This design comes from an exercise in tuning for small area on the open sky130 flow, not from production work.
In this exercise RTL edits were held to simulation tests only and were not proved equivalent to the original.
In every run shown here, the design's own scripts or RTL, not TritonCTS, make the clock network.
The clock port is modelled as an ideal driver, which makes a skipped or thinned clock tree look cheaper than it is; a real chip needs a root buffer or a tree.
Power figures rest on the tool's default switching activity, not on a simulated workload.

[flow/design.v]
module uy(counter1,counter2,counter3,counter4,counter5,counter6,counter7,counter8,control,control2,control3,control4,display,display2,display3,display4,clk,reset,s1,s2,s3,s4,s5,s6,s7,s8,s9);
input clk,reset,s1,s2,s3,s4,s5,s6,s7,s8,s9;
output [3:0] control;
output [3:0] control2;
output [3:0] control3;
output [3:0] control4;
output [7:0] display;
output [7:0] display2;
output [7:0] display3;
output [7:0] display4;
output [3:0] counter1;
output [3:0] counter2;
output [3:0] counter3;
output [3:0] counter4;
output [3:0] counter5;
output [4:0] counter6;
output [4:0] counter7;
output [4:0] counter8;
reg [4:0] t;
wire tick = t[3] & !t[2] & !t[1] & t[0];    
always @(posedge clk)
  if (reset || (t[4] & t[1] & t[0])) t <= 5'd0;    
  else t <= t + 5'd1;
wire en = tick & s1;
reg [2:0] k;
reg fon;           
reg [1:0] fpos;    
wire [3:0] g = fon ? (4'b0001 << fpos) : 4'b0000;
reg [4:0] c6, c7;
reg c8b;
wire [4:0] c8 = c8b ? c7 + 5'd14 : c7;
wire k01 = k[0] & k[1];
assign counter1 = {1'b0, k[2] | (g[0] & k01), k[1] ^ (g[0] & k[0]), k[0] ^ g[0]};
assign counter2 = {1'b0, k[2] | (g[1] & k01), k[1] ^ (g[1] & k[0]), k[0] ^ g[1]};
assign counter3 = {1'b0, k[2] | (g[2] & k01), k[1] ^ (g[2] & k[0]), k[0] ^ g[2]};
assign counter4 = {1'b0, k[2] | (g[3] & k01), k[1] ^ (g[3] & k[0]), k[0] ^ g[3]};
assign counter5 = c7[3:0];
assign counter6 = c6;
assign counter7 = c7;
assign counter8 = c8;
reg [2:0] ctl1;
assign control  = ctl1[2] ? 4'b1111 : ~(4'b1000 >> ctl1[1:0]);
reg [3:0] e2, e3, e4;
wire [1:0] d2 = !e2[3] ? e2[2:1] : e2[0] ? 2'd1 : {1'b1, e2[1]};
wire [1:0] d3 = !e3[3] ? e3[2:1] : e3[0] ? 2'd1 : {1'b1, e3[1]};
wire [1:0] d4 = !e4[3] ? e4[2:1] : e4[0] ? 2'd1 : {1'b1, e4[1]};
assign control2 = e2[3] ? ~(4'b1000 >> e2[2:1]) : 4'b1111;
assign control3 = e3[3] ? ~(4'b1000 >> e3[2:1]) : 4'b1111;
assign control4 = e4[3] ? ~(4'b1000 >> e4[2:1]) : 4'b1111;
assign display2 = {{2{d2 == 2'd2}}, {3{d2 == 2'd3}}, d2 == 2'd2, d2 != 2'd0, 1'b0};
assign display3 = {{2{d3 == 2'd2}}, {3{d3 == 2'd3}}, d3 == 2'd2, d3 != 2'd0, 1'b0};
assign display4 = {{2{d4 == 2'd2}}, {3{d4 == 2'd3}}, d4 == 2'd2, d4 != 2'd0, 1'b0};
reg [3:0] d1;
assign display[0] = 1'b0;
assign display[1] = (d1 == 4'd1) | (d1 == 4'd2) | (d1 == 4'd3) | (d1 == 4'd9) | (d1 == 4'd10) | (d1 == 4'd11) | (d1 == 4'd12);
assign display[2] = (d1 == 4'd2) | (d1 == 4'd4) | (d1 == 4'd11) | (d1 == 4'd12) | (d1 == 4'd13) | (d1 == 4'd14);
assign display[3] = (d1 == 4'd3) | (d1 == 4'd9) | (d1 == 4'd12) | (d1 == 4'd13) | (d1 == 4'd14) | (d1 == 4'd15);
assign display[4] = (d1 == 4'd3) | (d1 == 4'd9) | (d1 == 4'd10) | (d1 == 4'd12) | (d1 == 4'd13) | (d1 == 4'd14);
assign display[5] = (d1 == 4'd3) | (d1 == 4'd7) | (d1 == 4'd8) | (d1 == 4'd10) | (d1 == 4'd11) | (d1 == 4'd12) | (d1 == 4'd14);
assign display[6] = (d1 == 4'd2) | (d1 == 4'd6) | (d1 == 4'd8) | (d1 == 4'd9) | (d1 == 4'd10) | (d1 == 4'd11) | (d1 == 4'd12) | (d1 == 4'd14);
assign display[7] = (d1 == 4'd2) | (d1 == 4'd5) | (d1 == 4'd9) | (d1 == 4'd10) | (d1 == 4'd12) | (d1 == 4'd13) | (d1 == 4'd14);
wire kz = (k == 3'd0);
wire fa = kz & s2 & !g[0];
wire fb = kz & s3 & !g[1] & !fa;
wire fc = kz & s4 & !g[2] & !fa & !fb;
wire fd = kz & s5 & !g[3] & !fa & !fb & !fc;
wire fe = k[2] | (k01 & g[0]);
wire fl = fa | fb | fc | fd | fe;
wire fsel = !fl & s6 & (c7[3:0] <= 4'd8 || c7[3:0] == 4'd15);
wire gsel = !fl & !fsel & s7 & (c6 <= 5'd16 || c6 == 5'd31);
wire hsel = !fl & !fsel & !gsel & s8 & (c7 <= 5'd16 || c7 == 5'd31);
wire isel = !fl & !fsel & !gsel & !hsel & s9 & (c8 <= 5'd17 || c8 == 5'd31);
wire gh = gsel | hsel;
wire [4:0] cs = gsel ? c6 : c7;
wire r1 = (cs[4:2] == 3'd0) || (cs == 5'd31);
wire r2 = (cs[4:2] == 3'd1);
wire r3 = (cs[4:2] == 3'd2);
wire r4 = (cs[4:2] == 3'd3);
wire r5 = (cs == 5'd16);
wire [1:0] ghpos = cs[4] ? 2'd0 : cs[1:0];
wire [1:0] fidx = c7[1:0] ^ {2{c7[2]}};
wire fwr = fsel & (c7[3:0] != 4'd8);
wire iwr = isel & (c7 <= 5'd17 || c7 == 5'd31);
wire [1:0] ipos = (c7 <= 5'd4 || c7 == 5'd31) ? 2'd0 : (c7 <= 5'd7) ? 2'd1 : (c7 <= 5'd12) ? 2'd2 : 2'd3;
wire [1:0] iidx = (c7 >= 5'd13 && c7 != 5'd31) ? {~c7[1], c7[0]} : c7[1:0] - 2'd1;
wire i08 = (c7 == 5'd31) || (c7 == 5'd0);
wire [1:0] npos = {fc | fd, fb | fd};
wire gon = fl ? (fa | fb | fc | fd) : fon;
wire [1:0] gpos = fl ? npos : fpos;
reg [2:0] nc1;
reg [3:0] nd1;
always @* begin
  nc1 = ctl1; nd1 = d1;
  if (fwr) begin
    if (c7[3:0] == 4'd15) begin nc1 = 3'd0; nd1 = 4'd14; end
    else begin nc1 = {1'b0, fidx}; nd1 = {2'b10, fidx}; end
  end
  if (gh) begin
    if (r1) begin
      nc1 = {1'b0, ghpos};
      nd1 = gsel ? 4'd1 : (c7[0] & !c7[4]) ? 4'd3 : 4'd2;
    end else nc1 = 3'b100;
  end
  if (iwr) begin
    nc1 = {1'b0, ipos};
    nd1 = i08 ? 4'd15 : {2'b01, iidx};
  end
  if (gon) begin
    nc1 = {1'b0, gpos};
    nd1 = fl ? 4'd12 : (k[1] & !k[0]) ? 4'd14 : 4'd13;
  end
end
always @(posedge clk) begin
  if (reset) begin
    k <= 3'd0; fon <= 1'b0; fpos <= 2'd0; c6 <= 5'd0; c7 <= 5'd0; c8b <= 1'b0;
    ctl1 <= 3'b100; e2 <= 4'd0; e3 <= 4'd0; e4 <= 4'd0;
    d1 <= 4'd0;
  end else if (en) begin
    if (fl) begin k <= 3'd0; fon <= fa | fb | fc | fd; fpos <= npos; end
    else k <= {k01, k[1] ^ k[0], !k[0]};    
    c7 <= c7 + 5'd1;
    c6 <= (gh && r5) ? 5'd0 : c6 + 5'd1;
    if (iwr && c7 == 5'd17) c8b <= 1'b1;
    ctl1 <= nc1; d1 <= nd1;
    if (gh && r2) e2 <= {1'b1, cs[1:0], gsel};
    else if (gh && (r3 || r4 || r5)) e2 <= {1'b0, d2, 1'b0};
    if (gh && r3) e3 <= {1'b1, cs[1:0], gsel};
    else if (gh && (r4 || r5)) e3 <= {1'b0, d3, 1'b0};
    if (gh && r4) e4 <= {1'b1, cs[1:0], gsel};
    else if (gh && r5) e4 <= {1'b0, 2'd1, 1'b0};
  end
end
endmodule
[flow/constraint.sdc]
create_clock -name core_clock -period 10.0 [get_ports {clk}]
set_input_delay 2.0000 -clock core_clock [delete_from_list [all_inputs] [get_ports {clk}]]
set_output_delay 2.0000 -clock core_clock [all_outputs]
set_load 0.01 [all_outputs]
[flow/flow/manual_cts.tcl]
# Clock buffering in place of clock_tree_synthesis: the clock port drives FLOW_CTS_N buffers
# (FLOW_CTS_BUF) directly, each feeding one cluster of the clock sinks (k-means on location).
proc clock_tree_synthesis {args} {
  set block [ord::get_db_block]
  set db [ord::get_db]
  set n $::env(FLOW_CTS_N)
  set master [$db findMaster $::env(FLOW_CTS_BUF)]
  set clk_net [$block findNet $::env(FLOW_CTS_CLOCK)]
  set sinks {}
  foreach it [$clk_net getITerms] {
    set bb [[$it getInst] getBBox]
    lappend sinks [list $it [expr {([$bb xMin] + [$bb xMax]) / 2.0}] [expr {([$bb yMin] + [$bb yMax]) / 2.0}]]
  }
  set m [llength $sinks]
  # k-means, seeded by sinks spread along the sorted x order
  set sorted [lsort -real -index 1 $sinks]
  set cent {}
  for {set c 0} {$c < $n} {incr c} {
    set s [lindex $sorted [expr {int(($c + 0.5) * $m / $n)}]]
    lappend cent [list [lindex $s 1] [lindex $s 2]]
  }
  for {set iter 0} {$iter < 50} {incr iter} {
    set assign {}
    foreach s $sinks {
      set best 0; set bd 1e30
      for {set c 0} {$c < $n} {incr c} {
        set dx [expr {[lindex $s 1] - [lindex $cent $c 0]}]
        set dy [expr {[lindex $s 2] - [lindex $cent $c 1]}]
        set d [expr {abs($dx) + abs($dy)}]
        if {$d < $bd} { set bd $d; set best $c }
      }
      lappend assign $best
    }
    set newc {}
    for {set c 0} {$c < $n} {incr c} {
      set sx 0.0; set sy 0.0; set k 0
      foreach s $sinks a $assign { if {$a == $c} { set sx [expr {$sx + [lindex $s 1]}]; set sy [expr {$sy + [lindex $s 2]}]; incr k } }
      if {$k > 0} { lappend newc [list [expr {$sx / $k}] [expr {$sy / $k}]] } else { lappend newc [lindex $cent $c] }
    }
    set cent $newc
  }
  for {set c 0} {$c < $n} {incr c} {
    set inst [odb::dbInst_create $block $master "clkbuf_manual_$c"]
    set net [odb::dbNet_create $block "clknet_manual_$c"]
    $net setSigType CLOCK
    [$inst findITerm A] connect $clk_net
    [$inst findITerm X] connect $net
    set k 0
    foreach s $sinks a $assign {
      if {$a == $c} { set it [lindex $s 0]; $it disconnect; $it connect $net; incr k }
    }
    $inst setLocation [expr {int([lindex $cent $c 0])}] [expr {int([lindex $cent $c 1])}]
    $inst setPlacementStatus PLACED
    puts "manual clock buffer $c: $k sinks at [lindex $cent $c]"
  }
  set_propagated_clock [all_clocks]
}
[flow/flow/synth.tcl]
# The standard synthesis (synth_recipe.tcl), with two changes to the technology mapping:
# no half/full adder extraction, and an area-oriented ABC script (area.abc: &deepsyn and
# &eslim, then
# amap), run with each random seed in FLOW_ABC_SEEDS, keeping the smallest result.
proc extract_fa {args} { puts "extract_fa skipped" }
proc abc {args} {
  set i [lsearch -exact $args -script]
  set template [read [open $::env(FLOW_ABC_SCRIPT)]]
  yosys design -save pre_abc
  set best_area 1e30
  set best_seed -1
  foreach seed $::env(FLOW_ABC_SEEDS) {
    yosys design -load pre_abc
    set script $::env(FLOW_ABC_DIR)/area_seed$seed.abc
    set f [open $script w]
    puts -nonewline $f [string map [list @SEED@ $seed] $template]
    close $f
    set a $args
    lset a [expr {$i + 1}] $script
    yosys abc {*}$a
    yosys tee -q -o $::env(FLOW_ABC_DIR)/area_seed$seed.txt stat -liberty [lindex $::env(LIB_FILES) 0]
    set f [open $::env(FLOW_ABC_DIR)/area_seed$seed.txt r]
    set txt [read $f]
    close $f
    regexp {Chip area for module[^:]*:\s*([0-9.]+)} $txt -> area
    puts "ABC seed $seed: area $area"
    if {$area < $best_area} {
      set best_area $area
      set best_seed $seed
      yosys design -save best_abc
    }
  }
  puts "ABC best seed $best_seed: area $best_area"
  yosys design -load best_abc
}
source $::env(FLOW_SYNTH_TCL)
[flow/standard.sh]
#!/bin/bash
# synth_recipe.tcl (not shown) runs the flow's synth.tcl, then flattens the netlist and writes it again
# the make line also repeats each setting of config.mk as NAME=value (left out here)
make -C /OpenROAD-flow-scripts/flow DESIGN_CONFIG=/design/flow/config.mk WORK_HOME=/design/flow/orfs CLKGATE_MAP_FILE= SYNTH_SCRIPT=/design/flow/synth_recipe.tcl "${@:-finish}"
[flow/flow/run.sh]
#!/bin/bash
# The standard ORFS layout (standard.sh) with:
#  - synthesis mapped by an area-oriented ABC script (flow/synth.tcl, flow/area.abc); the
#    synthesis runs once per ABC random seed, in parallel, and the layout continues from
#    the smallest result,
#  - port buffers of the smallest buffer cell,
#  - in place of clock tree synthesis, the clock port drives three clock buffers directly,
#    each feeding one cluster of the flip-flops (flow/manual_cts.tcl),
#  - one tie cell for all constant outputs.
set -euo pipefail
W=$PWD
export FLOW_ABC_SCRIPT=$W/flow/area.abc
export FLOW_SYNTH_TCL=$W/synth_recipe.tcl
export BUFFER_PORTS_ARGS="-buffer_cell sky130_fd_sc_hd__buf_1"
export SKIP_REPAIR_TIE_FANOUT=1
export PRE_CTS_TCL=$W/flow/manual_cts.tcl
export FLOW_CTS_N=2
export FLOW_CTS_BUF=sky130_fd_sc_hd__clkbuf_8
export FLOW_CTS_CLOCK=clk
SEEDS="1"
for s in $SEEDS; do
  mkdir -p $W/abc_s$s
  sed -e "s#SYNTH_SCRIPT=[^ ]*#SYNTH_SCRIPT=$W/flow/synth.tcl#" -e "s#WORK_HOME=[^ ]*#WORK_HOME=$W/orfs_s$s#" standard.sh > standard_s$s.sh
  (FLOW_ABC_SEEDS=$s FLOW_ABC_DIR=$W/abc_s$s bash standard_s$s.sh synth > synth_s$s.log 2>&1) &
done
wait
best=""
best_area=""
for s in $SEEDS; do
  a=$(sed -n 's/^ABC best seed [0-9]*: area \([0-9.]*\)$/\1/p' synth_s$s.log | tail -1)
  echo "seed $s: area ${a:-none}" >> seeds.log
  if [[ -n "$a" ]] && { [[ -z "$best" ]] || awk -v a="$a" -v b="$best_area" 'BEGIN { exit !(a < b) }'; }; then
    best=$s; best_area=$a
  fi
done
echo "best seed $best: area $best_area" >> seeds.log
mv $W/orfs_s$best $W/orfs
sed "s#SYNTH_SCRIPT=[^ ]*#SYNTH_SCRIPT=$W/flow/synth.tcl#" standard.sh > standard_own.sh
bash standard_own.sh > make_flow.log 2>&1
[flow/config.mk]
export PLATFORM = sky130hd
export DESIGN_NAME = uy
export DESIGN_NICKNAME = uy
export VERILOG_FILES = /design/flow/design.v
export SDC_FILE = /design/flow/constraint.sdc
export NUM_CORES = 4
export LEC_CHECK = 0
export CAP_MARGIN = 20
export CORE_MARGIN = 2
export CORE_UTILIZATION = 40
export PLACE_DENSITY = 0.85
export SLEW_MARGIN = 20
[flow/flow/area.abc]
strash
&get -n
&deepsyn -T 60 -S @SEED@
&eslim -T 300 -D 30
&put
amap
topo
==> metrics.cfg, run 1 <==
[global_routing]
top_usage_layer=met2
grtUsageTotal_pct=17.2
grt_use_met3_pct=1.29
met2_usage_pct=28.5
antenna_found_initial=0
gr-usage-met1_pct=24.2
first_global_vias=2300
gr-total-overflow=0
grt_first_pass_wirelength_um=10400
grt_max_degree=22

[sta]
worst_slew_pin_slew_ns=0.798
final.period_utilization_pct=70.7
slew_headroom_pct=46.2
drv_slew=0
setup_viol=0
finalSetupTns_ns=0
hold_viol=0
rsz0062_at_grt=false
post-route-min-period_ns=7.07
max_freq_mhz=141
clock_skew_ns=0.00438

[route]
drc=0
dr.pass1.iters=5
ant_nets=0
num_vias=2737
viasPerCell=5.44
finalWirelength_um=6490
drt_iter0_markers=283
wl_per_cell_um=12.9

[final_layout]
nets=441
area_delta_synth_final_pct=10.2
mostFrequentLayoutCells=85 x buf_1, 68 x nor2_1, 59 x clkinv_1, 41 x dfxtp_1, 27 x o21ai_0
layout_commonest_cell=buf_1
n_antenna_cell=0
drive_gt1_share_pct=0.701
final_util_pct=46.0

[floorplan]
die_w_um=82.8
die_height_um=82.8
dieArea_mm2=0.00686
row_count=28
core_area_mm2=0.00596
start_util_pct=41.7
pin_count=94

[place]
globalplace.congestion=0.969
dpl.hpwl_um=5080
port_buffers=85

[setup_path]
worstPathRequired_ns=10.05
critPathKind=in2reg
endpoint_kind=register
worstReg2RegStart=t[0]
start_kind=primary input
crit_arrival_ns=7.12
crit_start=reset
crit_fanout=19

[pwr]
p_per_area_mw_per_mm2=114
p_seq_share_pct=58.9
p_leak_nw=0.929
p_switching_mw=0.101
total_power_mw=0.312
cell_internal_pwr_mw=0.212
p_clk_share_pct=18.9
ir_drop_mv=0.0846
p_sw_share_pct=32.2
pwr-share-comb_pct=22.2

[clocking]
cts_setup_buffers=0
cts_resized=0
path_clk_slew_ns=0.12
cts_hold_buf=0
clk_latency_ns=0.17

[hold_path]
hold_start=e4[0]
hp-class=reg2reg

[synthesis]
synth.avg_cell_area_um2=6.79
synth_top_area_share_pct=33.0
syn_nets=377
synthTopCellsByArea=dfxtp_1 33%, nor2_1 10%, clkinv_1 8.9%
ys_async_sr_fraction_pct=0
synth_ff_type=dfxtp_1
synth_seq_cells=41
synth_top_area_cell=dfxtp_1
synth-edff-count=0
synthCells=366
ys_seq_area_share_pct=33.0
ys_warn_count=1
syn_area_mm2=0.00248
synth_cell_types=36

[outcome]
outcome=no timing/DRC/antenna violations

[run]
maxCapViolCount=0

## worst paths after layout
| check | end | slack [ns] | cells after the start |
|---|---|---|---|
| max | e3[2] | 2.93 | 27 |
| min | e4[0] | 0.47 | 2 |
| max reg2reg | e3[2] | 5.08 | 25 |
| min reg2reg | e4[0] | 0.47 | 2 |
## per-layer routing
layer	up-vias	wire, um	share of wire [%]
li1	1388	-	-
met1	1223	2990	46
met2	109	2910	45
met3	17	397	6.1
met4	0	184	2.8
met5	-	0	0
## stage by stage
stage	cells	worst slack (ns)	hold slack [ns]	cell area [um^2]
3_5_place_dp	501	2.95	0.452	2710
3_3_place_gp	501	3.30	0.463	2710
4_1_cts	503	3.10	0.475	2740
6_report	503	2.93	0.473	2740
2_1_floorplan	366	4.21	0.426	2480
5_1_grt	503	2.28	0.508	2740
## worst max-delay path: stages
cell and delay (ns):
buf_1 0.07, buf_4 0.23, clkinv_1 0.34, nand2_1 0.24, nor2_1 0.08, nand4_1 0.15, clkinv_1 0.13, nand2_1 0.14
nor2_1 0.08, and3_1 0.20, o21ai_0 0.45, clkinv_1 0.28, a21oi_1 0.23, nor2_1 0.12, nand3_1 0.16, nor2_1 0.13
a31oi_1 0.48, nor2_1 0.14, o21ai_0 0.23, clkinv_1 0.22, o21ai_0 0.20, a21oi_1 0.12, nor2_1 0.18, nor2_1 0.08
nor2_1 0.09, nor2_1 0.05, a2111oi_0 0.30
## cell usage after synthesis, types with 2 or more instances
master,instances
nor2_1,68
a21o_1,2
a31oi_1,7
dfxtp_1,41
a21oi_1,17
o22a_1,3
clkinv_1,59
buf_4,26
o2111ai_1,3
and3_1,2
o211ai_1,2
o22ai_1,20
nor3_1,9
or2_0,2
or3_1,2
nand3_1,25
nor4_1,3
nand2_1,21
a22oi_1,4
a211oi_1,5
o21ai_0,27
a2111oi_0,3
o211a_1,2
## registers in the layout, summed over array words and instances (netlist names)
signal	count
c6	5
c7	5
e4	4
fon	1
d1	4
fpos	2
e2	4
ctl1	3
e3	4
k	3
t	5
c8b	1
## power by group through the flow
stage                     Combinational (mW)  Clock [mW]  Sequential (mW)
after global routing                  0.0752      0.0671            0.186
after floorplan                       0.0536           0            0.186
final                                 0.0692      0.0591            0.184
after detailed placement              0.0674           0            0.188
after global placement                0.0668           0            0.187
after CTS                             0.0677      0.0600            0.184
## final cells by class
| cell class | instances | area [um^2] |
|---|---|---|
| Inverter | 59 | 221 |
| Multi-Input combinational cell | 240 | 1250 |
| Buffer | 2 | 27.5 |
| Fill cell | 585 | 3220 |
| Timing Repair Buffer | 86 | 327 |
| Sequential cell | 41 | 821 |
| Tap cell | 75 | 93.8 |
## cell families (layout without fill, tap and decap cells)
| kind of cell | Yosys count | count (layout) | share of synthesized area, % |
|---|---|---|---|
| DFF | 41 | 41 | 33.0 |
| AOI/OAI and AO/OA | 104 | 104 | 26.7 |
| buffers and inverters | 85 | 147 | 16.8 |
| and+or+nand+nor | 135 | 135 | 23.3 |
| other | 1 | 1 | 0.151 |
==> inputs of run 2 (changes only) <==
--- a/flow/flow/run.sh
+++ b/flow/flow/run.sh
@@ -14,10 +14,10 @@
 export BUFFER_PORTS_ARGS="-buffer_cell sky130_fd_sc_hd__buf_1"
 export SKIP_REPAIR_TIE_FANOUT=1
 export PRE_CTS_TCL=$W/flow/manual_cts.tcl
-export FLOW_CTS_N=2
+export FLOW_CTS_N=3
 export FLOW_CTS_BUF=sky130_fd_sc_hd__clkbuf_8
 export FLOW_CTS_CLOCK=clk
-SEEDS="1"
+SEEDS="1 2 3 4"
 for s in $SEEDS; do
   mkdir -p $W/abc_s$s
   sed -e "s#SYNTH_SCRIPT=[^ ]*#SYNTH_SCRIPT=$W/flow/synth.tcl#" -e "s#WORK_HOME=[^ ]*#WORK_HOME=$W/orfs_s$s#" standard.sh > standard_s$s.sh
--- a/flow/config.mk
+++ b/flow/config.mk
@@ -8,5 +8,4 @@
 export CAP_MARGIN = 20
 export CORE_MARGIN = 2
 export CORE_UTILIZATION = 40
-export PLACE_DENSITY = 0.85
 export SLEW_MARGIN = 20
==> metrics.cfg, run 2 <==
[outcome]
outcome=no timing/DRC/antenna violations

[clocking]
cts_hold_buf=0  ; unchanged
clk_latency_ns=0.15  ; -0.02 ns
cts_resized=0  ; unchanged
path_clk_slew_ns=0.10  ; -0.02 ns
cts_setup_buffers=0  ; unchanged

[setup_path]
crit_arrival_ns=7.06  ; -0.06 ns
critPathMaxStageDelay_ns=0.43  ; -0.05 ns
worstPathRequired_ns=10.07  ; +0.02 ns
cp_slowest_cell=o21ai_0
worstSetupPathDepth=27  ; unchanged
worstRegToRegCells=28  ; +12%
r2r_slack_ns=4.95  ; -0.13 ns
crit_start=reset
endpoint_kind=register
worst-path-buf-inv=7  ; +1
crit_path_end=d1[0]
worstReg2RegStart=t[0]
r2r-end=d1[0]
crit_family=compound AO/OA/AOI/OAI gates
crit_fanout=14  ; -5
start_kind=primary input
critPathKind=in2reg

[synthesis]
synth_top_area_cell=dfxtp_1
yosys.cell_count.top_type=nor2_1
ys_seq_area_share_pct=32.6  ; -0.44 points
ys_warn_count=1  ; unchanged
synthTopCellsByArea=dfxtp_1 33%, nor2_1 11%, clkinv_1 9.7%
synth_seq_cells=41  ; unchanged
syn_nets=388  ; +2.9%
synthCells=377  ; +3.0%
synth_common_cells=71 x nor2_1, 65 x clkinv_1, 41 x dfxtp_1, 36 x o21ai_0, 27 x nand3_1
syn_area_mm2=0.00252  ; +1.4%
synth.avg_cell_area_um2=6.68  ; -1.6%
ys_async_sr_fraction_pct=0  ; unchanged
synth_top_area_share_pct=32.6  ; -0.44 points
synth_cell_types=33  ; -8.3%
synth-edff-count=0  ; unchanged
synth_ff_type=dfxtp_1

[place]
port_buffers=85  ; unchanged
dpl.hpwl_um=5170  ; +1.7%
globalplace.congestion=0.943  ; -2.7%

[route]
top_layer=met4
wl_met3_um=454  ; +14%
wl_per_cell_um=12.6  ; -2.2%
drc=0  ; unchanged
drt_iter0_markers=232  ; -18%
num_vias=2711  ; -0.95%
met1_length_um=3260  ; +9.1%
finalWirelength_um=6500  ; +0.17%
dr.pass1.iters=6  ; +1
viasPerCell=5.26  ; -3.3%
wl_met2_um=2670  ; -8.3%
ant_nets=0  ; unchanged

[sta]
drv_slew=0  ; unchanged
hold_viol=0  ; unchanged
max_freq_mhz=143  ; +1.2%
final.period_utilization_pct=69.8  ; -0.86 points
rsz0062_at_grt=false
post-route-min-period_ns=6.98  ; -0.0863 ns
setup_viol=0  ; unchanged
finalSetupTns_ns=0  ; unchanged
worst_slew_pin_slew_ns=0.559  ; -0.239 ns
clock_skew_ns=0.0164  ; +0.0120 ns
slew_headroom_pct=62.4  ; +16 points

[final_layout]
area_delta_synth_final_pct=10.6
drive_gt1_share_pct=0.909  ; +0.21 points
nets=453  ; +2.7%
mostFrequentLayoutCells=85 x buf_1, 71 x nor2_1, 65 x clkinv_1, 41 x dfxtp_1, 36 x o21ai_0
layout_commonest_cell=buf_1
n_antenna_cell=0  ; unchanged
largestRegisters=c6 (5), c7 (5), t (5)
final_util_pct=46.5  ; +0.52 points

[global_routing]
grt_max_degree=18  ; -18%
first_global_vias=2301  ; +0.043%
gr-total-overflow=0  ; unchanged
antenna_found_initial=0  ; unchanged
grt_first_pass_wirelength_um=10800  ; +3.9%
grtUsageTotal_pct=18.0  ; +0.82 points

[floorplan]
die_height_um=83.4  ; +0.65%
pin_count=94  ; unchanged
dieArea_mm2=0.00695  ; +1.3%
core_area_mm2=0.00599  ; +0.59%
start_util_pct=42.0  ; +0.32 points
die_w_um=83.4  ; +0.65%
row_count=28  ; unchanged

[run]
maxCapViolCount=0  ; unchanged

[pwr]
p_leak_nw=0.959  ; +3.3%
p_per_area_mw_per_mm2=117  ; +2.7%
ir_drop_mv=0.0872  ; +3.1%

[hold_path]
hp-class=reg2reg

run 2: worst min-delay path by stage:
| stage | from | endpoint | slack, ns | cells past startpoint |
|---|---|---|---|---|
| 6_report | t[0] | t[0] | 0.48 | 1 |
| 5_1_grt | t[0] | t[0] | 0.51 | 1 |
| 4_1_cts | t[0] | t[0] | 0.48 | 1 |
| 3_5_place_dp | t[0] | t[0] | 0.45 | 1 |
| 3_3_place_gp | t[0] | t[0] | 0.46 | 1 |
| 2_1_floorplan | t[0] | t[0] | 0.43 | 1 |
run 2: kinds of logic (layout without fill, tap and decap cells):
| family | count (synthesis) | after routing | share of synthesized area (%) |
|---|---|---|---|
| compound gates | 106 | 106 | 26.2 |
| buf+inv | 91 | 154 | 17.4 |
| flops | 41 | 41 | 32.6 |
| other cells | 1 | 1 | 0.149 |
| simple gates | 138 | 138 | 23.6 |
run 2: metrics by stage:
step,instance area (um^2),hold WS [ns],cells,total power [mW],worst slack (ns)
2_1_floorplan,2520,0.426,377,0.241,4.04
3_3_place_gp,2740,0.458,512,0.262,3.18
3_5_place_dp,2740,0.447,512,0.261,2.96
4_1_cts,2790,0.482,515,0.328,3.08
5_1_grt,2790,0.510,515,0.344,2.24
6_report,2790,0.483,515,0.326,3.02
run 2: where the power goes:
part           switching [mW]  internal (mW)
registers              0.0135          0.174
clock network          0.0405         0.0276
logic                  0.0464         0.0244
run 2: per-layer routing:
metal | track usage, % | vias up
met5 | 0 | -
met2 | 27.1 | 101
met4 | 2.24 | 0
met1 | 28.6 | 1187
li1 | - | 1412
met3 | 1.19 | 11
run 2: final cells by class:
cell class | count | area, um^2
Inverter | 65 | 244
Fill cell | 621 | 3210
Multi-Input combinational cell | 245 | 1260
Tap cell | 75 | 93.8
Buffer | 3 | 41.3
Sequential cell | 41 | 821
Timing Repair Buffer | 86 | 327
==> inputs of run 3 (changes only) <==
--- a/flow/flow/run.sh
+++ b/flow/flow/run.sh
@@ -4,8 +4,9 @@
 #    synthesis runs once per ABC random seed, in parallel, and the layout continues from
 #    the smallest result,
 #  - port buffers of the smallest buffer cell,
-#  - in place of clock tree synthesis, the clock port drives three clock buffers directly,
-#    each feeding one cluster of the flip-flops (flow/manual_cts.tcl),
+#  - in place of clock tree synthesis, the clock port drives a few clock buffers directly,
+#    each feeding one cluster of the flip-flops; two, or more if the estimated clock-pin
+#    slew would exceed 122 ps (flow/manual_cts.tcl),
 #  - one tie cell for all constant outputs.
 set -euo pipefail
 W=$PWD
@@ -14,7 +15,8 @@
 export BUFFER_PORTS_ARGS="-buffer_cell sky130_fd_sc_hd__buf_1"
 export SKIP_REPAIR_TIE_FANOUT=1
 export PRE_CTS_TCL=$W/flow/manual_cts.tcl
-export FLOW_CTS_N=3
+export FLOW_CTS_N=2
+export FLOW_CTS_SLEW_PS=122
 export FLOW_CTS_BUF=sky130_fd_sc_hd__clkbuf_8
 export FLOW_CTS_CLOCK=clk
 SEEDS="1 2 3 4"
==> flow/flow/area.abc (replaced) <==
strash
&get -n
&deepsyn -T 60 -S @SEED@
&eslim -T 400 -D 30
&put
amap
topo
--- a/flow/flow/manual_cts.tcl
+++ b/flow/flow/manual_cts.tcl
@@ -1,9 +1,47 @@
-# Clock buffering in place of clock_tree_synthesis: the clock port drives FLOW_CTS_N buffers
+# Clock buffering in place of clock_tree_synthesis: the clock port drives n buffers
 # (FLOW_CTS_BUF) directly, each feeding one cluster of the clock sinks (k-means on location).
+# n starts at FLOW_CTS_N and grows while the estimated worst clock-pin slew of the sinks
+# exceeds FLOW_CTS_SLEW_PS.
 proc clock_tree_synthesis {args} {
+  for {set n $::env(FLOW_CTS_N)} {$n <= 8} {incr n} {
+    set bufs [manual_clock_buffers $n]
+    detailed_placement
+    set_propagated_clock [all_clocks]
+    estimate_parasitics -placement
+    set worst 0.0
+    foreach pin [get_pins -of_objects [get_nets -of_objects [get_pins [lmap b $bufs {string cat $b /X}]]] -filter "direction == input"] {
+      foreach e {rise fall} {
+        set s [get_property $pin slew_max_$e]
+        if {$s > $worst} { set worst $s }
+      }
+    }
+    puts "manual clock tree: $n buffers, estimated worst sink slew $worst"
+    # slews are in ns
+    if {$worst <= $::env(FLOW_CTS_SLEW_PS) * 1e-3 || $n == 8} { break }
+    undo_manual_clock_buffers $bufs
+  }
+  set_propagated_clock [all_clocks]
+}
+
+proc undo_manual_clock_buffers {bufs} {
+  set block [ord::get_db_block]
+  set clk_net [$block findNet $::env(FLOW_CTS_CLOCK)]
+  foreach b $bufs {
+    set inst [$block findInst $b]
+    set net [[$inst findITerm X] getNet]
+    foreach it [$net getITerms] {
+      if {[$it getInst] ne $inst} { $it disconnect; $it connect $clk_net }
+    }
+    [$inst findITerm A] disconnect
+    [$inst findITerm X] disconnect
+    odb::dbInst_destroy $inst
+    odb::dbNet_destroy $net
+  }
+}
+
+proc manual_clock_buffers {n} {
   set block [ord::get_db_block]
   set db [ord::get_db]
-  set n $::env(FLOW_CTS_N)
   set master [$db findMaster $::env(FLOW_CTS_BUF)]
   set clk_net [$block findNet $::env(FLOW_CTS_CLOCK)]
   set sinks {}
@@ -39,9 +77,11 @@
     }
     set cent $newc
   }
+  set bufs {}
   for {set c 0} {$c < $n} {incr c} {
-    set inst [odb::dbInst_create $block $master "clkbuf_manual_$c"]
-    set net [odb::dbNet_create $block "clknet_manual_$c"]
+    set inst [odb::dbInst_create $block $master "clkbuf_manual_${n}_$c"]
+    set net [odb::dbNet_create $block "clknet_manual_${n}_$c"]
+    lappend bufs "clkbuf_manual_${n}_$c"
     $net setSigType CLOCK
     [$inst findITerm A] connect $clk_net
     [$inst findITerm X] connect $net
@@ -51,7 +91,7 @@
     }
     $inst setLocation [expr {int([lindex $cent $c 0])}] [expr {int([lindex $cent $c 1])}]
     $inst setPlacementStatus PLACED
-    puts "manual clock buffer $c: $k sinks at [lindex $cent $c]"
+    puts "manual clock buffer $c of $n: $k sinks at [lindex $cent $c]"
   }
-  set_propagated_clock [all_clocks]
+  return $bufs
 }
--- a/flow/config.mk
+++ b/flow/config.mk
@@ -8,4 +8,5 @@
 export CAP_MARGIN = 20
 export CORE_MARGIN = 2
 export CORE_UTILIZATION = 40
+export PLACE_DENSITY = 0.85
 export SLEW_MARGIN = 20
==> metrics.cfg, run 3 <==
[sta]
final.period_utilization_pct=71.5  ; +1.7 points
fin_ws_ns=2.85  ; -0.170 ns
rsz0062_at_grt=false
post-route-min-period_ns=7.15  ; +0.170 ns
setup_viol=0  ; unchanged
drv_slew=0  ; unchanged
slew_headroom_pct=48.0  ; -14 points
clock_skew_ns=0.0204  ; +0.00406 ns
hold_ws_ns=0.464  ; -0.0192 ns
max_freq_mhz=140  ; -2.4%
worst_slew_pin_slew_ns=0.774  ; +0.214 ns
hold_viol=0  ; unchanged
finalSetupTns_ns=0  ; unchanged

[synthesis]
ys_warn_count=1  ; unchanged
synth_cell_types=33  ; unchanged
synth_common_cells=72 x clkinv_1, 64 x nor2_1, 41 x dfxtp_1, 29 x nand3_1, 26 x buf_4
synth_top_area_share_pct=32.7  ; +0.065 points
synth-edff-count=0  ; unchanged
synth-simple-area-share_pct=22.7  ; -0.95 points
ys_seq_area_share_pct=32.7  ; +0.065 points
synth_top_area_cell=dfxtp_1
yosys.cell_count.top_type=clkinv_1
ys_async_sr_fraction_pct=0  ; unchanged
synth_seq_cells=41  ; unchanged
synthAdderAreaFrac_pct=0  ; unchanged
synth_top_family_by_area=compound AO/OA/AOI/OAI gates
synth.avg_cell_area_um2=6.78  ; +1.4%
synth_compound_area_share_pct=26.0  ; -0.20 points
synth_ff_type=dfxtp_1
synthTopCellsByArea=dfxtp_1 33%, clkinv_1 11%, nor2_1 9.6%
synthCells=371  ; -1.6%
syn_nets=382  ; -1.5%
syn_area_mm2=0.00251  ; -0.20%
synth.area.mux_share_pct=0  ; unchanged
synth_xor_area_share_pct=0  ; unchanged

[final_layout]
n_antenna_cell=0  ; unchanged
seqCellArea_um2=821  ; unchanged
mostFrequentLayoutCells=85 x buf_1, 72 x clkinv_1, 64 x nor2_1, 41 x dfxtp_1, 29 x nand3_1
fin_cells=508  ; -1.4%
nets=446  ; -1.5%
drive_gt1_share_pct=0.693  ; -0.22 points
layout_commonest_cell=buf_1
fillCellCount=607  ; -2.3%
largestRegisters=c6 (5), c7 (5), t (5)
area_delta_synth_final_pct=10.3
multi_input_area_mm2=0.00123  ; -2.5%

[route]
viasPerCell=5.42  ; +2.9%
ant_nets=0  ; unchanged
finalWirelength_um=6590  ; +1.4%
num_vias=2752  ; +1.5%
drt_iter0_markers=134  ; -42%
dr.pass1.iters=4  ; -2
drc=0  ; unchanged
wl_per_cell_um=13.0  ; +2.8%

[global_routing]
gr-total-overflow=0  ; unchanged
grt_max_degree=16  ; -2
first_global_vias=2500  ; +8.6%
grtUsageTotal_pct=17.9  ; -0.085 points
antenna_found_initial=0  ; unchanged
grt_first_pass_wirelength_um=11000  ; +1.8%

[outcome]
outcome=no timing/DRC/antenna violations

[floorplan]
dieArea_mm2=0.00693  ; -0.19%
pin_count=94  ; unchanged
start_util_pct=42.0  ; -0.084 points
die_height_um=83.3  ; about the same
die_w_um=83.3  ; about the same
core_area_mm2=0.00599  ; unchanged
row_count=28  ; unchanged

[clocking]
cts_hold_buf=0  ; unchanged
cts_setup_buffers=0  ; unchanged
path_clk_slew_ns=0.09  ; about the same
cts_resized=0  ; unchanged
clk_latency_ns=0.15  ; about the same

[pwr]
p_leak_nw=0.877  ; -8.6%
p_per_area_mw_per_mm2=99.4  ; -15%
total_power_mw=0.276  ; -16%
ir_drop_mv=0.0621  ; -29%

[setup_path]
worstPathRequired_ns=10.05  ; -0.02 ns
endpoint_kind=register
path_cells=buf_1 > clkinv_1 > o21ai_0 > nor2_1 > nand4_1 > or2_0 > nor4_1 > nor2_1 > clkinv_1 > a21oi_1 > nand3_1 > clkinv_1 > a31oi_1 > o2111ai_1 > nor2_1 > o32ai_1 > o22ai_1 > o21a_1 > or4_1 > o2111a_1
crit_family=compound AO/OA/AOI/OAI gates
critPathMaxStageDelay_ns=0.59  ; +0.16 ns
cp_slowest_cell=o32ai_1
critPathKind=in2reg
crit_fanout=12  ; -2
worst-path-buf-inv=4  ; -3
crit_arrival_ns=7.21  ; +0.15 ns
start_kind=primary input

[place]
port_buffers=85  ; unchanged
dp_slack_ns=2.80  ; -0.163 ns
placed_cells=505  ; -1.4%
dpl.hpwl_um=5250  ; +1.6%
globalplace.congestion=0.936  ; -0.69%

[run]
maxCapViolCount=0  ; unchanged

[hold_path]
hp-class=reg2reg

## run 3: cell count changes in the layout (fill, tap and decap cells not counted), sizes merged, moves of 3 or more
cell,change
nor2,-7
clkinv,+7
a22oi,-5
or2,-3
o21ai,-17
o221ai,+3
o22ai,+10
o31ai,+3
nand2,-3
o32ai,+3
## run 3: layout make-up
| cell class | count | share of cell area [%] |
|---|---|---|
| Buffer | 3 | 1.49 |
| Sequential cell | 41 | 29.6 |
| Timing Repair Buffer | 85 | 11.5 |
| Inverter | 72 | 9.75 |
| Tap cell | 75 | 3.38 |
| Multi-Input combinational cell | 232 | 44.3 |
## run 3: tightest hold or removal path: stages (launching register included)
cell      delay, ns
dfxtp_1        0.32
clkinv_1       0.05
a21oi_1        0.05
## run 3: worst paths after layout
path,endpoint,startpoint,slack [ns],cells past startpoint
hold / removal,t[1],t[1],0.46,2
setup / recovery,d1[0],reset,2.85,20
setup reg to reg,d1[0],k[0],4.20,19
hold reg to reg,t[1],t[1],0.46,2
## run 3: stage by stage
step                cell area (um^2)  utilization [%]
floorplan                       2510                -
global placement                2730             45.6
detailed placement              2730             45.6
CTS                             2770             46.3
global route                    2770             46.3
finish                          2770             46.3
## run 3: logic make-up (layout without fill, tap and decap cells)
family	after synthesis	in the layout
AOI/OAI and AO/OA	100	100
buffers and inverters	98	160
DFF	41	41
other	1	1
and+or+nand+nor	131	131
## run 3: report_power, final
part | total [mW] | switching, mW | internal, mW | leakage, nW
registers | 0.171 | 0.00482 | 0.166 | 0.332
clock network | 0.0684 | 0.0408 | 0.0276 | 0.0216
logic | 0.0364 | 0.0236 | 0.0129 | 0.523
## run 3: routing by layer
| layer | track usage [%] | share of wire [%] |
|---|---|---|
| met1 | 22.6 | 43 |
| met2 | 33.2 | 50 |
| met3 | 1.49 | 5.4 |
| met4 | 3.43 | 1.8 |
| met5 | 0 | 0 |
==> inputs of run 4 (changes only) <==
--- a/flow/flow/run.sh
+++ b/flow/flow/run.sh
@@ -5,7 +5,7 @@
 #    the smallest result,
 #  - port buffers of the smallest buffer cell,
 #  - in place of clock tree synthesis, the clock port drives a few clock buffers directly,
-#    each feeding one cluster of the flip-flops; two, or more if the estimated clock-pin
+#    each feeding an equal share of the flip-flops; two, or more if the estimated clock-pin
 #    slew would exceed 122 ps (flow/manual_cts.tcl),
 #  - one tie cell for all constant outputs.
 set -euo pipefail
--- a/flow/flow/manual_cts.tcl
+++ b/flow/flow/manual_cts.tcl
@@ -1,5 +1,5 @@
 # Clock buffering in place of clock_tree_synthesis: the clock port drives n buffers
-# (FLOW_CTS_BUF) directly, each feeding one cluster of the clock sinks (k-means on location).
+# (FLOW_CTS_BUF) directly, each feeding one cluster of the clock sinks (balanced strips along the wider axis).
 # n starts at FLOW_CTS_N and grows while the estimated worst clock-pin slew of the sinks
 # exceeds FLOW_CTS_SLEW_PS.
 proc clock_tree_synthesis {args} {
@@ -50,32 +50,23 @@
     lappend sinks [list $it [expr {([$bb xMin] + [$bb xMax]) / 2.0}] [expr {([$bb yMin] + [$bb yMax]) / 2.0}]]
   }
   set m [llength $sinks]
-  # k-means, seeded by sinks spread along the sorted x order
-  set sorted [lsort -real -index 1 $sinks]
+  # balanced strips: sort the sinks along the axis of larger spread and cut them into n
+  # groups of equal size
+  set xs [lmap s $sinks {lindex $s 1}]
+  set ys [lmap s $sinks {lindex $s 2}]
+  set xspan [expr {[tcl::mathfunc::max {*}$xs] - [tcl::mathfunc::min {*}$xs]}]
+  set yspan [expr {[tcl::mathfunc::max {*}$ys] - [tcl::mathfunc::min {*}$ys]}]
+  set axis [expr {$xspan >= $yspan ? 1 : 2}]
+  set sorted [lsort -real -index $axis $sinks]
+  set groups {}
+  for {set c 0} {$c < $n} {incr c} {
+    lappend groups [lrange $sorted [expr {$c * $m / $n}] [expr {($c + 1) * $m / $n - 1}]]
+  }
   set cent {}
-  for {set c 0} {$c < $n} {incr c} {
-    set s [lindex $sorted [expr {int(($c + 0.5) * $m / $n)}]]
-    lappend cent [list [lindex $s 1] [lindex $s 2]]
-  }
-  for {set iter 0} {$iter < 50} {incr iter} {
-    set assign {}
-    foreach s $sinks {
-      set best 0; set bd 1e30
-      for {set c 0} {$c < $n} {incr c} {
-        set dx [expr {[lindex $s 1] - [lindex $cent $c 0]}]
-        set dy [expr {[lindex $s 2] - [lindex $cent $c 1]}]
-        set d [expr {abs($dx) + abs($dy)}]
-        if {$d < $bd} { set bd $d; set best $c }
-      }
-      lappend assign $best
-    }
-    set newc {}
-    for {set c 0} {$c < $n} {incr c} {
-      set sx 0.0; set sy 0.0; set k 0
-      foreach s $sinks a $assign { if {$a == $c} { set sx [expr {$sx + [lindex $s 1]}]; set sy [expr {$sy + [lindex $s 2]}]; incr k } }
-      if {$k > 0} { lappend newc [list [expr {$sx / $k}] [expr {$sy / $k}]] } else { lappend newc [lindex $cent $c] }
-    }
-    set cent $newc
+  foreach g $groups {
+    set sx 0.0; set sy 0.0
+    foreach s $g { set sx [expr {$sx + [lindex $s 1]}]; set sy [expr {$sy + [lindex $s 2]}] }
+    lappend cent [list [expr {$sx / [llength $g]}] [expr {$sy / [llength $g]}]]
   }
   set bufs {}
   for {set c 0} {$c < $n} {incr c} {
@@ -86,9 +77,7 @@
     [$inst findITerm A] connect $clk_net
     [$inst findITerm X] connect $net
     set k 0
-    foreach s $sinks a $assign {
-      if {$a == $c} { set it [lindex $s 0]; $it disconnect; $it connect $net; incr k }
-    }
+    foreach s [lindex $groups $c] { set it [lindex $s 0]; $it disconnect; $it connect $net; incr k }
     $inst setLocation [expr {int([lindex $cent $c 0])}] [expr {int([lindex $cent $c 1])}]
     $inst setPlacementStatus PLACED
     puts "manual clock buffer $c of $n: $k sinks at [lindex $cent $c]"
==> metrics.cfg, run 4 <==
[outcome]
outcome=no timing/DRC/antenna violations

[clocking]
path_clk_slew_ns=0.12  ; +0.03 ns
cts_hold_buf=0  ; unchanged
clk_latency_ns=0.17  ; +0.02 ns
cts_setup_buffers=0  ; unchanged
cts_resized=0  ; unchanged

[sta]
rsz0062_at_grt=false
fin_ws_ns=3.00  ; +0.149 ns
hold_viol=0  ; unchanged
hold_ws_ns=0.487  ; +0.0231 ns
post-route-min-period_ns=7.00  ; -0.149 ns
finalSetupTns_ns=0  ; unchanged
clock_skew_ns=0.00472  ; -0.0157 ns
worst_slew_pin_slew_ns=0.663  ; -0.111 ns
max_freq_mhz=143  ; +2.1%
final.period_utilization_pct=70.0  ; -1.5 points
drv_slew=0  ; unchanged
slew_headroom_pct=55.3  ; +7.4 points
setup_viol=0  ; unchanged

[global_routing]
first_global_vias=2374  ; -5.0%
antenna_found_initial=0  ; unchanged
grt_first_pass_wirelength_um=10800  ; -2.3%
grtUsageTotal_pct=17.8  ; -0.14 points
grt_max_degree=22  ; +6
gr-total-overflow=0  ; unchanged

[route]
drt_iter0_markers=201  ; +50%
top_layer=met4
wl_per_cell_um=13.3  ; +2.4%
met1_length_um=2960  ; +4.5%
ant_nets=0  ; unchanged
viasPerCell=5.52  ; +2.0%
wl_met3_um=504  ; +42%
drc=0  ; unchanged
finalWirelength_um=6680  ; +1.4%
dr.pass1.iters=5  ; +1
num_vias=2779  ; +0.98%
wl_met2_um=3140  ; -4.4%

[setup_path]
crit_family=compound AO/OA/AOI/OAI gates
start_kind=primary input
worst-path-buf-inv=7  ; +3
crit_fanout=12  ; unchanged
cp_slowest_cell=o21ai_0
endpoint_kind=register
worstRegToRegCells=22  ; +3
worstSetupPathDepth=23  ; +15%
path_cells=buf_1 > clkinv_1 > nand2_1 > nor2_1 > nand4_1 > nor2_1 > clkinv_1 > nor2_1 > clkinv_1 > nor2_1 > clkinv_1 > nor2_1 > clkinv_1 > a31oi_1 > a31oi_1 > or3_1 > o21ai_0 > o21ai_0 > a21oi_1 > clkinv_1 > nor2_1 > nor2_1 > a2111oi_0
critPathKind=in2reg
worstPathRequired_ns=10.02  ; -0.03 ns
crit_arrival_ns=7.03  ; -0.18 ns
crit_top_cell=nor2_1
critPathMaxStageDelay_ns=0.51  ; -0.08 ns

[synthesis]
synth_top_area_share_pct=33.0  ; +0.33 points
synthCells=367  ; -1.1%
synth_cell_types=37  ; +12%
ys_warn_count=1  ; unchanged
synth_ff_type=dfxtp_1
synth_common_cells=75 x nor2_1, 59 x clkinv_1, 41 x dfxtp_1, 29 x o21ai_0, 28 x nand2_1
syn_nets=378  ; -1.0%
ys_seq_area_share_pct=33.0  ; +0.33 points
yosys.cell_count.top_type=nor2_1
synthTopCellsByArea=dfxtp_1 33%, nor2_1 11%, clkinv_1 8.9%
synth_top_area_cell=dfxtp_1
synth_seq_cells=41  ; unchanged
synth.avg_cell_area_um2=6.78  ; about the same
ys_async_sr_fraction_pct=0  ; unchanged
syn_area_mm2=0.00249  ; -1.0%
synth-edff-count=0  ; unchanged

[floorplan]
die_w_um=82.9  ; -0.47%
core_area_mm2=0.00596  ; -0.58%
dieArea_mm2=0.00687  ; -0.95%
die_height_um=82.9  ; -0.47%
pin_count=94  ; unchanged
row_count=28  ; unchanged
start_util_pct=41.8  ; -0.17 points

[final_layout]
n_antenna_cell=0  ; unchanged
layout_commonest_cell=buf_1
drive_gt1_share_pct=0.467  ; -0.23 points
nets=441  ; -1.1%
final_area_mm2=0.00273  ; -1.4%
largestRegisters=c6 (5), c7 (5), t (5)
mostFrequentLayoutCells=85 x buf_1, 75 x nor2_1, 59 x clkinv_1, 41 x dfxtp_1, 29 x o21ai_0
final_util_pct=45.9  ; -0.38 points
area_delta_synth_final_pct=9.85

[place]
port_buffers=85  ; unchanged
dp_slack_ns=2.96  ; +0.165 ns
placed_cell_area_mm2=0.00271  ; -0.92%
dpl.hpwl_um=5290  ; +0.73%
globalplace.congestion=0.919  ; -1.8%

[pwr]
p_per_area_mw_per_mm2=99.7  ; +0.29%
p_leak_nw=0.929  ; +6.0%
ir_drop_mv=0.0703  ; +13%

[hold_path]
whs_path_depth=2  ; unchanged
hp-class=reg2reg

[run]
maxCapViolCount=0  ; unchanged

==> run 4: cell types whose count changed in the layout (fill, tap and decap cells not counted), moves of 8 or more <==
cell / previous run / this run
o21ai_0: 19 / 29
nand3_1: 29 / 18
a21oi_1: 20 / 9
clkinv_1: 72 / 59
nand2_1: 16 / 28
nor2_1: 64 / 75
o22ai_1: 21 / 13
==> run 4: cell families (layout without fill, tap and decap cells) <==
family	count (synthesis)	after routing	share of synthesized area, %
AO/OA/AOI/OAI	98	98	26.0
buffers and inverters	85	146	16.7
flip-flops	41	41	33.0
other	1	1	0.151
AND/OR/NAND/NOR	142	142	24.1
==> run 4: layout make-up <==
cell class	instances	area, um^2
timing repair buffer	85	319
fill	629	3220
multi-input combinational	241	1250
sequential	41	821
buffer	2	27.5
tap	75	93.8
inverter	59	221
==> run 4: per-layer routing <==
layer | global-route usage, % | up-vias
li1 | - | 1377
met1 | 24.8 | 1262
met2 | 31.0 | 129
met3 | 0.994 | 11
met4 | 2.38 | 0
met5 | 0 | -
==> run 4: worst paths after layout <==
check                           startpoint  endpoint  slack [ns]
worst min-delay path                 e4[0]     e4[0]        0.49
worst max-delay path                 reset     e3[2]        3.00
worst min register to register       e4[0]     e4[0]        0.49
worst max register to register        t[0]     e3[2]        5.03
==> run 4: metrics by stage <==
| step | power, mW | cells |
|---|---|---|
| global route | 0.285 | 503 |
| floorplan | 0.206 | 367 |
| detailed placement | 0.215 | 501 |
| CTS | 0.272 | 503 |
| finish | 0.273 | 503 |
| global placement | 0.213 | 501 |
==> run 4: worst register-to-register path: stages, from the launching register on <==
cell and delay (ns):
dfxtp_1 0.36, nand2_1 0.07, nand2_1 0.09, nor2_1 0.14, nand4_1 0.26, nor2_1 0.22
clkinv_1 0.11, nor2_1 0.14, clkinv_1 0.10, nor2_1 0.18, clkinv_1 0.11, nor2_1 0.19
clkinv_1 0.13, a31oi_1 0.23, a31oi_1 0.20, or3_1 0.43, o21ai_0 0.51, o21ai_0 0.25
a21oi_1 0.34, clkinv_1 0.15, nor2_1 0.13, nor2_1 0.05, a2111oi_0 0.44
==> run 4: power by group <==
part           switching, mW  internal, mW
logic                 0.0229        0.0114
clock network         0.0418        0.0188
registers            0.00704         0.171
total                 0.0718         0.201
==> inputs of run 5 (changes only) <==
--- a/flow/flow/run.sh
+++ b/flow/flow/run.sh
@@ -19,7 +19,7 @@
 export FLOW_CTS_SLEW_PS=122
 export FLOW_CTS_BUF=sky130_fd_sc_hd__clkbuf_8
 export FLOW_CTS_CLOCK=clk
-SEEDS="1 2 3 4"
+SEEDS="1 2 3 4 5 6"
 for s in $SEEDS; do
   mkdir -p $W/abc_s$s
   sed -e "s#SYNTH_SCRIPT=[^ ]*#SYNTH_SCRIPT=$W/flow/synth.tcl#" -e "s#WORK_HOME=[^ ]*#WORK_HOME=$W/orfs_s$s#" standard.sh > standard_s$s.sh
==> metrics.cfg, run 5 <==
[outcome]
outcome=no timing/DRC/antenna violations

[final_layout]
final_area_mm2=0.00274  ; +0.18%
nets=436  ; -1.1%
n_antenna_cell=0  ; unchanged
layout_commonest_cell=buf_1
mostFrequentLayoutCells=85 x buf_1, 64 x nor2_1, 63 x clkinv_1, 41 x dfxtp_1, 32 x o21ai_0
fillCellCount=621  ; -1.3%
largestRegisters=c6 (5), c7 (5), t (5)
area_delta_synth_final_pct=11.1
drive_gt1_share_pct=1.18  ; +0.71 points

[setup_path]
crit_path_end=d1[1]
endpoint_kind=register
critPathKind=in2reg
crit_arrival_ns=6.60  ; -0.43 ns
crit_fanout=17  ; +5
worstPathRequired_ns=10.10  ; +0.08 ns
path_cells=buf_1 > buf_4 > a21oi_1 > clkinv_1 > nor2_1 > nand4_1 > nor2_1 > clkinv_1 > nor3_1 > nor2_1 > clkinv_1 > a21oi_1 > o311ai_0 > buf_4 > clkinv_1 > a31oi_1 > clkinv_1 > a31oi_1 > clkinv_1 > nor2_1 > o31ai_1 > nor2_1 > o311ai_0 > a31oi_1
worstReg2RegStart=t[0]
worstRegToRegCells=22  ; unchanged
crit_start=reset
start_kind=primary input
critPathMaxStageDelay_ns=0.39  ; -0.12 ns
cp_slowest_cell=nor3_1
r2r_slack_ns=5.25  ; +0.22 ns
r2r-end=d1[1]
crit_top_cell=clkinv_1

[synthesis]
syn_area_mm2=0.00246  ; -0.96%
yosys.cell_count.top_type=nor2_1
synthTopCellsByArea=dfxtp_1 33%, nor2_1 9.7%, clkinv_1 9.6%
ys_async_sr_fraction_pct=0  ; unchanged
synth.avg_cell_area_um2=6.87  ; +1.3%
synth_common_cells=64 x nor2_1, 63 x clkinv_1, 41 x dfxtp_1, 32 x o21ai_0
synth_top_area_share_pct=33.3  ; +0.32 points
synth_seq_cells=41  ; unchanged
synth-edff-count=0  ; unchanged
synth_ff_type=dfxtp_1
synthCells=359  ; -2.2%
synth_top_area_cell=dfxtp_1
synth_cell_types=29  ; -22%
syn_nets=370  ; -2.1%
ys_warn_count=1  ; unchanged
ys_seq_area_share_pct=33.3  ; +0.32 points

[route]
dr.pass1.iters=5  ; unchanged
ant_nets=0  ; unchanged
num_vias=2723  ; -2.0%
drt_iter0_markers=294  ; +46%
wl_per_cell_um=13.2  ; -0.61%
drc=0  ; unchanged
finalWirelength_um=6570  ; -1.6%
viasPerCell=5.47  ; -1.0%

[global_routing]
grt_first_pass_wirelength_um=10400  ; -3.4%
grtUsageTotal_pct=18.8  ; +1.1 points
first_global_vias=2286  ; -3.7%
antenna_found_initial=0  ; unchanged
grt_max_degree=18  ; -18%
gr-total-overflow=0  ; unchanged

[place]
placed_cell_area_mm2=0.00270  ; -0.32%
port_buffers=85  ; unchanged
dpl.hpwl_um=5140  ; -2.8%
globalplace.congestion=0.952  ; +3.6%

[sta]
slew_headroom_pct=55.9  ; +0.60 points
worst_slew_pin_slew_ns=0.655  ; -0.00801 ns
rsz0062_at_grt=false
hold_viol=0  ; unchanged
clock_skew_ns=0.0168  ; +0.0121 ns
finalSetupTns_ns=0  ; unchanged
setup_viol=0  ; unchanged
max_freq_mhz=154  ; +7.7%
drv_slew=0  ; unchanged
final.period_utilization_pct=65.0  ; -5.0 points
post-route-min-period_ns=6.50  ; -0.499 ns

[pwr]
p_sw_share_pct=31.5  ; +5.1 points
p_clk_share_pct=21.8  ; -0.5 points
p_per_area_mw_per_mm2=120  ; +20%
pwr-share-comb_pct=21.3  ; +8.7 points
p_switching_mw=0.103  ; +44%
cell_internal_pwr_mw=0.225  ; +12%
p_seq_share_pct=57.0  ; -8.2 points
p_leak_nw=0.960  ; +3.4%
ir_drop_mv=0.0687  ; -2.2%

[hold_path]
whs_path_depth=1  ; -1
hp-class=reg2reg

[clocking]
cts_setup_buffers=0  ; unchanged
cts_hold_buf=0  ; unchanged
clk_latency_ns=0.16  ; about the same
path_clk_slew_ns=0.10  ; -0.02 ns
cts_resized=0  ; unchanged

[floorplan]
start_util_pct=41.4  ; -0.40 points
die_height_um=82.5  ; -0.45%
row_count=28  ; unchanged
dieArea_mm2=0.00681  ; -0.90%
die_w_um=82.5  ; -0.45%
core_area_mm2=0.00596  ; unchanged
pin_count=94  ; unchanged

[run]
maxCapViolCount=0  ; unchanged

[run 5: cell types whose count changed after synthesis, moves of 4 or more]
cell      previous run  this run
clkinv_1            59        63
o31ai_1              0         4
nor2_1              75        64
nand3_1             18        26
nand2_1             28        18
[run 5: metal layers]
metal	routed length (um)	global-route usage (%)	vias up	share of wire [%]
li1	-	-	1362	-
met1	2930	27.0	1228	45
met4	95	2.79	0	1.4
met3	513	1.41	10	7.8
met2	3030	31.7	123	46
met5	0	0	-	0
[run 5: stage by stage]
stage               hold WS (ns)  util, %  setup WS (ns)  instances  power, mW
finish                     0.465     46.0           3.50        498      0.329
CTS                        0.469     46.0           3.60        498      0.327
global route               0.486     46.0           2.96        498      0.345
detailed placement         0.450     45.3           3.47        495      0.260
global placement           0.442     45.3           3.77        495      0.258
floorplan                  0.426        -           3.91        359      0.239
[run 5: area by class of cell]
class | count | area (um^2) | area share (%)
buffer | 3 | 41.3 | 1.51
inverter | 63 | 236 | 8.63
multi-input combinational | 229 | 1210 | 44.3
sequential | 41 | 821 | 30.0
tap | 75 | 93.8 | 3.43
timing repair buffer | 87 | 334 | 12.2
[run 5: logic make-up (layout without fill, tap and decap cells)]
kind of cell	count (synthesis)	count (layout)	synth area share (%)
simple gates	127	127	22.2
other cells	1	1	0.152
flops	41	41	33.3
compound gates	101	101	26.8
buf+inv	89	153	17.5
[run 5: worst min path at each step]
stage	from	end
final	t[0]	t[0]
after global routing	t[0]	t[0]
after CTS	t[0]	t[0]
after detailed placement	t[0]	t[0]
after global placement	t[0]	t[0]
after floorplan	t[0]	t[0]
[run 5: worst max-delay path, delay by kind of cell]
family / cells / cell delay, ns
buf+inv: 9 / 1.53
compound gates: 8 / 1.54
simple gates: 7 / 1.53
[run 5: power by group through the flow]
stage | combinational [mW] | clock [mW] | sequential [mW]
2_1_floorplan | 0.0511 | 0 | 0.188
4_1_cts | 0.0697 | 0.0706 | 0.187
3_3_place_gp | 0.0676 | 0 | 0.191
6_report | 0.0699 | 0.0716 | 0.187
3_5_place_dp | 0.0695 | 0 | 0.191
5_1_grt | 0.0784 | 0.0773 | 0.189

==> what the ideal ports hide <==
In the flow no input, the clock included, has a driving cell. The finished layouts below were timed again as built, in two steps. Step 1, drivers: a clkbuf_16 drives clk and a buf_2 each remaining input, both assumed. Step 2, shift: input delay + t, output delay - t, t = (earliest + latest rising clock arrival at the registers) / 2. This alone moves slack from input paths to output paths. Slacks: ideal / step 1 / step 2; pairs: ideal / step 1.
run	shift t [ns]	slack for setup (ns)	worst setup path after step 2	worst data-port slew with drivers (ns)
run 1	0.213	2.932 / 2.950 / 2.737	input to register	0.04
run 2	0.197	3.018 / 3.045 / 2.848	input to register	0.03
run 3	0.190	2.848 / 2.873 / 2.683	input to register	0.03
run 4	0.210	2.997 / 3.015 / 2.805	input to register	0.03
run 5	0.194	3.496 / 3.520 / 3.327	input to register	0.04
After both steps setup and hold are still met in every run listed. The setup slack of run 1, which loses most, moves by +0.018 ns with the drivers and by -0.195 ns with both steps.
